What follows belongs to an exercise in optimizing a design on an open flow for small area; a production flow would make more cautious choices.
Function was checked by simulation only, so behaviour that the tests miss may differ from the original.

## oak
## ResonantLowPassFilter
module ResonantLowPassFilter(
    input clk,
    input signed [15:0] audio_in,
    input signed [15:0] cutoff,
    input signed [15:0] resonance,
    input signed [15:0] gain,
    input reset_n,
    output reg signed [15:0] filtered_audio
);
    reg signed [15:0] state, nfeedback;    
    reg signed [15:0] sum_reg;
    reg signed [15:0] alpha, beta;
    genvar i;
    wire [16:0] sx = {state, 1'b0};
    wire [7:0] neg, one, two, nz;
    generate for (i = 0; i < 8; i = i + 1) begin : enc
        assign neg[i] = sx[2*i+2];
        assign one[i] = sx[2*i+1] ^ sx[2*i];
        assign two[i] = (sx[2*i+2] & ~sx[2*i+1] & ~sx[2*i]) | (~sx[2*i+2] & sx[2*i+1] & sx[2*i]);
        assign nz[i]  = one[i] | two[i];
    end endgenerate
    wire s_min = state[15] & ~|state[14:0];
    wire ca = s_min & alpha[15] & ~|alpha[14:0];
    wire cb = s_min & beta[15] & ~|beta[14:0];
    wire ppbeta_1;
    assign ppbeta_1 = one[0] & beta[0];
    wire ppbeta_2;
    assign ppbeta_2 = ((one[0] & beta[1]) | (two[0] & beta[0])) ^ neg[0];
    wire ppbeta_3;
    assign ppbeta_3 = ((one[0] & beta[2]) | (two[0] & beta[1])) ^ neg[0];
    wire ppbeta_4;
    assign ppbeta_4 = ((one[0] & beta[3]) | (two[0] & beta[2])) ^ neg[0];
    wire ppbeta_5;
  ...
==> flow/config.mk <==
export PLATFORM = sky130hd
export DESIGN_NAME = ResonantLowPassFilter
export DESIGN_NICKNAME = ResonantLowPassFilter
export VERILOG_FILES = /design/flow/design.v
export SDC_FILE = /design/flow/constraint.sdc
export NUM_CORES = 4
export LEC_CHECK = 0
export ABC_AREA = 1
export CAP_MARGIN = 20
export CORE_MARGIN = 2
export CORE_UTILIZATION = 70
export SLEW_MARGIN = 20
export SYNTH_HIERARCHICAL = 1
==> flow/constraint.sdc <==
create_clock -name core_clock -period 7.0 [get_ports {clk}]
set_input_delay 1.4000 -clock core_clock [delete_from_list [all_inputs] [get_ports {clk}]]
set_output_delay 1.4000 -clock core_clock [all_outputs]
set_load 0.01 [all_outputs]
standard.sh (not shown) runs the stock make flow with config.mk's settings and CLKGATE_MAP_FILE= SYNTH_SCRIPT=/design/flow/synth_recipe.tcl, a recipe that flattens the netlist after the stock synthesis.
==> flow/flow/run.sh <==
#!/bin/bash
# The standard layout, with: the standard flow's synthesis but a stronger ABC area
# script; the smallest buffer on the ports; upsized synthesis cells
# downsized after floorplan; a clock tree without dummy loads.
set -euo pipefail
export FLOW_WORK=$PWD
export FLOW_ABC_SCRIPT=$PWD/flow/abc_area2.script
bash standard.sh \
  "SYNTH_SCRIPT=$PWD/flow/synth.tcl" \
  "BUFFER_PORTS_ARGS=-buffer_cell sky130_fd_sc_hd__buf_1" \
  "POST_FLOORPLAN_TCL=$PWD/flow/downsize.tcl" \
  "CTS_ARGS=-sink_clustering_enable -repair_clock_nets -dont_use_dummy_load -buf_list {sky130_fd_sc_hd__clkbuf_4 sky130_fd_sc_hd__clkbuf_8}" \
  finish > standard_flow.log 2>&1
==> flow/flow/abc_area2.script <==
strash
&get -n
&st
&dch
&nf -R 1000
&put
==> flow/flow/downsize.tcl <==
# After floorplan: give every combinational cell that synthesis upsized the
# smallest drive strength of its kind; the later repair steps upsize again
# wherever slew, capacitance or timing needs it.
set db [ord::get_db]
set n 0
foreach inst [[ord::get_db_block] getInsts] {
  set name [[$inst getMaster] getName]
  if {![regexp {^(sky130_fd_sc_hd__[a-z0-9]+)_([0-9]+)$} $name -> base size]} { continue }
  if {$size <= 1} { continue }
  if {[regexp {__(df|dl|sdf|edf|clk|tap|fill|decap|conb|buf|lpflow|probe)} $base]} { continue }
  foreach s {0 1} {
    set m [$db findMaster ${base}_$s]
    if {$m != "NULL" && $m != ""} {
      $inst swapMaster $m
      incr n
      break
    }
  }
}
puts "downsize.tcl: downsized $n cells"
==> flow/flow/synth.tcl <==
# The standard flow's own synthesis script (synth_recipe.tcl, sourced unchanged), with
# Yosys's abc call given a stronger area script (abc_area2.script).
proc abc {args} {
  set i [lsearch -exact $args -script]
  if {$i >= 0} { set args [lreplace $args [expr {$i + 1}] [expr {$i + 1}] $::env(FLOW_ABC_SCRIPT)] }
  yosys abc {*}$args
}
source $::env(FLOW_WORK)/synth_recipe.tcl
oak: PASS, flow complete, no timing, DRC or antenna violations
Changes in pine relative to oak:
- CORE_UTILIZATION: 70 -> 80
==> flow/flow/run.sh <==
#!/bin/bash
# The standard layout, with the smallest buffer on the ports, upsized
# synthesis cells downsized after floorplan, and a clock tree without dummy
# loads.
set -euo pipefail
bash standard.sh \
  "BUFFER_PORTS_ARGS=-buffer_cell sky130_fd_sc_hd__buf_1" \
  "POST_FLOORPLAN_TCL=$PWD/flow/downsize.tcl" \
  "CTS_ARGS=-sink_clustering_enable -repair_clock_nets -dont_use_dummy_load -buf_list {sky130_fd_sc_hd__clkbuf_4 sky130_fd_sc_hd__clkbuf_8}" \
  finish > standard_flow.log 2>&1
removed: flow/flow/abc_area2.script
removed: flow/flow/synth.tcl
--- outcome ---
In pine relative to oak, cell area after layout had gone down slightly.
Compared with oak, global placement routability congestion in pine increased slightly.
pine ended with less xor/xnor share of the synthesized area than oak.
Fraction of met2 tracks used by global routing, oak and pine: smaller value in oak
The clock transition at the registers of the reported paths on pine is in line with that on oak.
Launch point of the worst path = state[5]: oak; launch point of the worst path = state[13]: pine
Setup changes, pine to birch
- CORE_UTILIZATION changed from 80 to 60
-- flow/flow/run.sh --
<<< pine, line 9
  "CTS_ARGS=-sink_clustering_enable -repair_clock_nets -dont_use_dummy_load -buf_list {sky130_fd_sc_hd__clkbuf_4 sky130_fd_sc_hd__clkbuf_8}" \
>>> birch, line 9
  "CTS_ARGS=-sink_clustering_enable -repair_clock_nets -dont_use_dummy_load -buf_list {sky130_fd_sc_hd__clkbuf_8 sky130_fd_sc_hd__clkbuf_16}" \
Results
- In summary, birch completed successfully, with a layout that passed the timing, design-rule and antenna checks.
- Lower non-clock buffer count goes to pine over birch.
- Diff pine -> birch: placeable core region went up, smallest setup slack after layout went up.
- birch: detailed route wirelength on metal2 lower than pine

* * *

ResonantLowPassFilter, a different RTL version from the one above (not shown whole).
Size in the first run: roughly 1500 cells after synthesis, about 96 flip-flops, about 82 I/O pins, roughly 0.014 mm² of cells after synthesis.
Settings: LEC_CHECK=0, ABC_AREA=1, CAP_MARGIN=20, CORE_MARGIN=2, CORE_UTILIZATION=75, CTS_BUF_LIST=sky130_fd_sc_hd__clkbuf_4 sky130_fd_sc_hd__clkbuf_8, SLEW_MARGIN=20, SYNTH_HIERARCHICAL=1; clock period 7.0 ns.
==> flow/flow/run.sh <==
#!/bin/bash
# The standard layout, with the smallest buffer on the ports.
set -euo pipefail
bash standard.sh "BUFFER_PORTS_ARGS=-buffer_cell sky130_fd_sc_hd__buf_1" finish > standard_flow.log 2>&1
The baseline finished with timing, DRC and antenna clean.
Rerun with:
==> flow/flow/run.sh (replaced) <==
#!/bin/bash
# The standard layout, with the smallest buffer on the ports and a clock
# tree without dummy loads.
set -euo pipefail
bash standard.sh \
  "BUFFER_PORTS_ARGS=-buffer_cell sky130_fd_sc_hd__buf_1" \
  "CTS_ARGS=-sink_clustering_enable -repair_clock_nets -dont_use_dummy_load -buf_list {sky130_fd_sc_hd__clkbuf_4 sky130_fd_sc_hd__clkbuf_8}" \
  finish > standard_flow.log 2>&1
--- a/flow/config.mk
+++ b/flow/config.mk
@@ -9,6 +9,7 @@
 export CAP_MARGIN = 20
 export CORE_MARGIN = 2
-export CORE_UTILIZATION = 75
-export CTS_BUF_LIST = sky130_fd_sc_hd__clkbuf_4 sky130_fd_sc_hd__clkbuf_8
+export CORE_UTILIZATION = 60
+export GPL_ROUTABILITY_DRIVEN = 0
+export GPL_TIMING_DRIVEN = 0
 export SLEW_MARGIN = 20
 export SYNTH_HIERARCHICAL = 1
Effect:
- worst hold slack gets worse by 0.017 ns
- via count shrinks by 2.3%
- sequential cell count is unchanged
Rerun with:
==> flow/flow/run.sh (replaced) <==
#!/bin/bash
# The standard layout, with the smallest buffer on the ports and power (size) recovery after global routing.
set -euo pipefail
bash standard.sh "BUFFER_PORTS_ARGS=-buffer_cell sky130_fd_sc_hd__buf_1" RECOVER_POWER=100 finish > standard_flow.log 2>&1
--- a/flow/config.mk
+++ b/flow/config.mk
@@ -10,6 +10,5 @@
 export CORE_MARGIN = 2
 export CORE_UTILIZATION = 60
-export GPL_ROUTABILITY_DRIVEN = 0
-export GPL_TIMING_DRIVEN = 0
+export CTS_BUF_LIST = sky130_fd_sc_hd__clkbuf_4 sky130_fd_sc_hd__clkbuf_8
 export SLEW_MARGIN = 20
 export SYNTH_HIERARCHICAL = 1
=> This time the run finished but failed the layout checks on max-capacitance violations, max-slew violations. Via count goes down by a few percent. Setup slack improves by 0.032 ns. Non-clock buffer count goes down by 80. Wire length goes down by a little under a tenth.
Rerun with:
==> flow/run.sh (new file) <==
#!/bin/bash
# synth_recipe.tcl (not shown) runs the flow's synth.tcl, then flattens the netlist and writes it again
# the make line also repeats each setting of config.mk as NAME=value (left out here)
make -C /OpenROAD-flow-scripts/flow DESIGN_CONFIG=/design/flow/config.mk WORK_HOME=/design/flow/orfs CLKGATE_MAP_FILE= SYNTH_SCRIPT=/design/flow/synth_recipe.tcl finish
removed: flow/flow/run.sh
removed: flow/standard.sh
Effect:
- This time the run finished clean
- core utilization came out higher by 2.5 points
- worst setup slack is better by 0.051 ns
- non-clock buffer count came out higher by 9
- clock skew came out lower by 0.0033 ns
- flip-flop and latch count stays the same
- final cell count came out higher by 0.48%
- fmax came out higher by 0.79%
Rerun with:
==> flow/flow/run.sh (new file) <==
#!/bin/bash
# The standard layout, with the smallest buffer on the ports.
set -euo pipefail
bash standard.sh "BUFFER_PORTS_ARGS=-buffer_cell sky130_fd_sc_hd__buf_1" finish > standard_flow.log 2>&1
==> flow/standard.sh (new file) <==
#!/bin/bash
# synth_recipe.tcl (not shown) runs the flow's synth.tcl, then flattens the netlist and writes it again
# the make line also repeats each setting of config.mk as NAME=value (left out here)
make -C /OpenROAD-flow-scripts/flow DESIGN_CONFIG=/design/flow/config.mk WORK_HOME=/design/flow/orfs CLKGATE_MAP_FILE= SYNTH_SCRIPT=/design/flow/synth_recipe.tcl "${@:-finish}"
--- a/flow/config.mk
+++ b/flow/config.mk
@@ -11,4 +11,5 @@
 export CORE_UTILIZATION = 60
 export CTS_BUF_LIST = sky130_fd_sc_hd__clkbuf_4 sky130_fd_sc_hd__clkbuf_8
+export CTS_CLUSTER_SIZE = 10
 export SLEW_MARGIN = 20
 export SYNTH_HIERARCHICAL = 1
removed: flow/run.sh
Result:
- routed wire length drops by 0.84%
- register-to-register slack loses 0.09 ns
- core utilization drops by 2.3 points
- global-route usage stays flat
- area after synthesis stays the same
Rerun with:
==> flow/flow/run.sh (replaced) <==
#!/bin/bash
# The standard layout, with the smallest buffer on the ports and power (size) recovery after global routing.
set -euo pipefail
bash standard.sh "BUFFER_PORTS_ARGS=-buffer_cell sky130_fd_sc_hd__buf_1" RECOVER_POWER=100 finish > standard_flow.log 2>&1
--- a/flow/config.mk
+++ b/flow/config.mk
@@ -9,7 +9,6 @@
 export CAP_MARGIN = 20
 export CORE_MARGIN = 2
-export CORE_UTILIZATION = 60
+export CORE_UTILIZATION = 75
 export CTS_BUF_LIST = sky130_fd_sc_hd__clkbuf_4 sky130_fd_sc_hd__clkbuf_8
-export CTS_CLUSTER_SIZE = 10
 export SLEW_MARGIN = 20
 export SYNTH_HIERARCHICAL = 1
Result: Now the flow completed, yet does not pass: max-capacitance violations, max-slew violations; first-iteration DRC count came out higher by 42%; worst setup slack loses 0.011 ns; via count rises by 6.7%; routed wire length increases by 1.7%; area after synthesis does not change; fmax is about the same; global-route usage is higher by 7.6 points.

## re-timing with driven ports
No port has a modelled driver above. Below, the same layouts with a new extraction and two added sets of constraints.
Step 1 (the two cells are an assumption about what drives the block):
set clk [get_ports {clk}]
set_driving_cell -lib_cell sky130_fd_sc_hd__clkbuf_16 $clk
set_driving_cell -lib_cell sky130_fd_sc_hd__buf_2 [delete_from_list [all_inputs] $clk]
Step 2 times the ports against the registers' clock, not the clock port: input delays grow and output delays shrink by t, the midpoint of the rising clock arrivals with the driver on.
Slacks: no drivers / after step 1 / after step 2; pairs: no drivers / after step 1.
| run | t (ns) | slack for setup (ns) | clock arrival spread, ns |
|---|---|---|---|
| oak | 0.418 | 0.474 / 0.474 / 0.474 | 0.030 / 0.029 |
| pine | 0.427 | 0.451 / 0.451 / 0.440 | 0.043 / 0.043 |
| birch | 0.401 | 0.537 / 0.537 / 0.439 | 0.026 / 0.026 |
| the first run of note 2 | 0.435 | 0.543 / 0.543 / 0.451 | 0.015 / 0.015 |
| the second run of note 2 | 0.421 | 0.474 / 0.474 / 0.474 | 0.035 / 0.035 |
| the third run of note 2 | 0.434 | 0.506 / 0.506 / 0.506 | 0.022 / 0.022 |
| the fourth run of note 2 | 0.434 | 0.557 / 0.579 / 0.144 | 0.020 / 0.019 |
| the fifth run of note 2 | 0.434 | 0.530 / 0.530 / 0.530 | 0.023 / 0.023 |
| the sixth run of note 2 | 0.434 | 0.520 / 0.520 / 0.409 | 0.017 / 0.017 |
The setup slack of the fourth run of note 2, which loses most, moves by +0.022 ns with the drivers and by -0.413 ns with both steps.
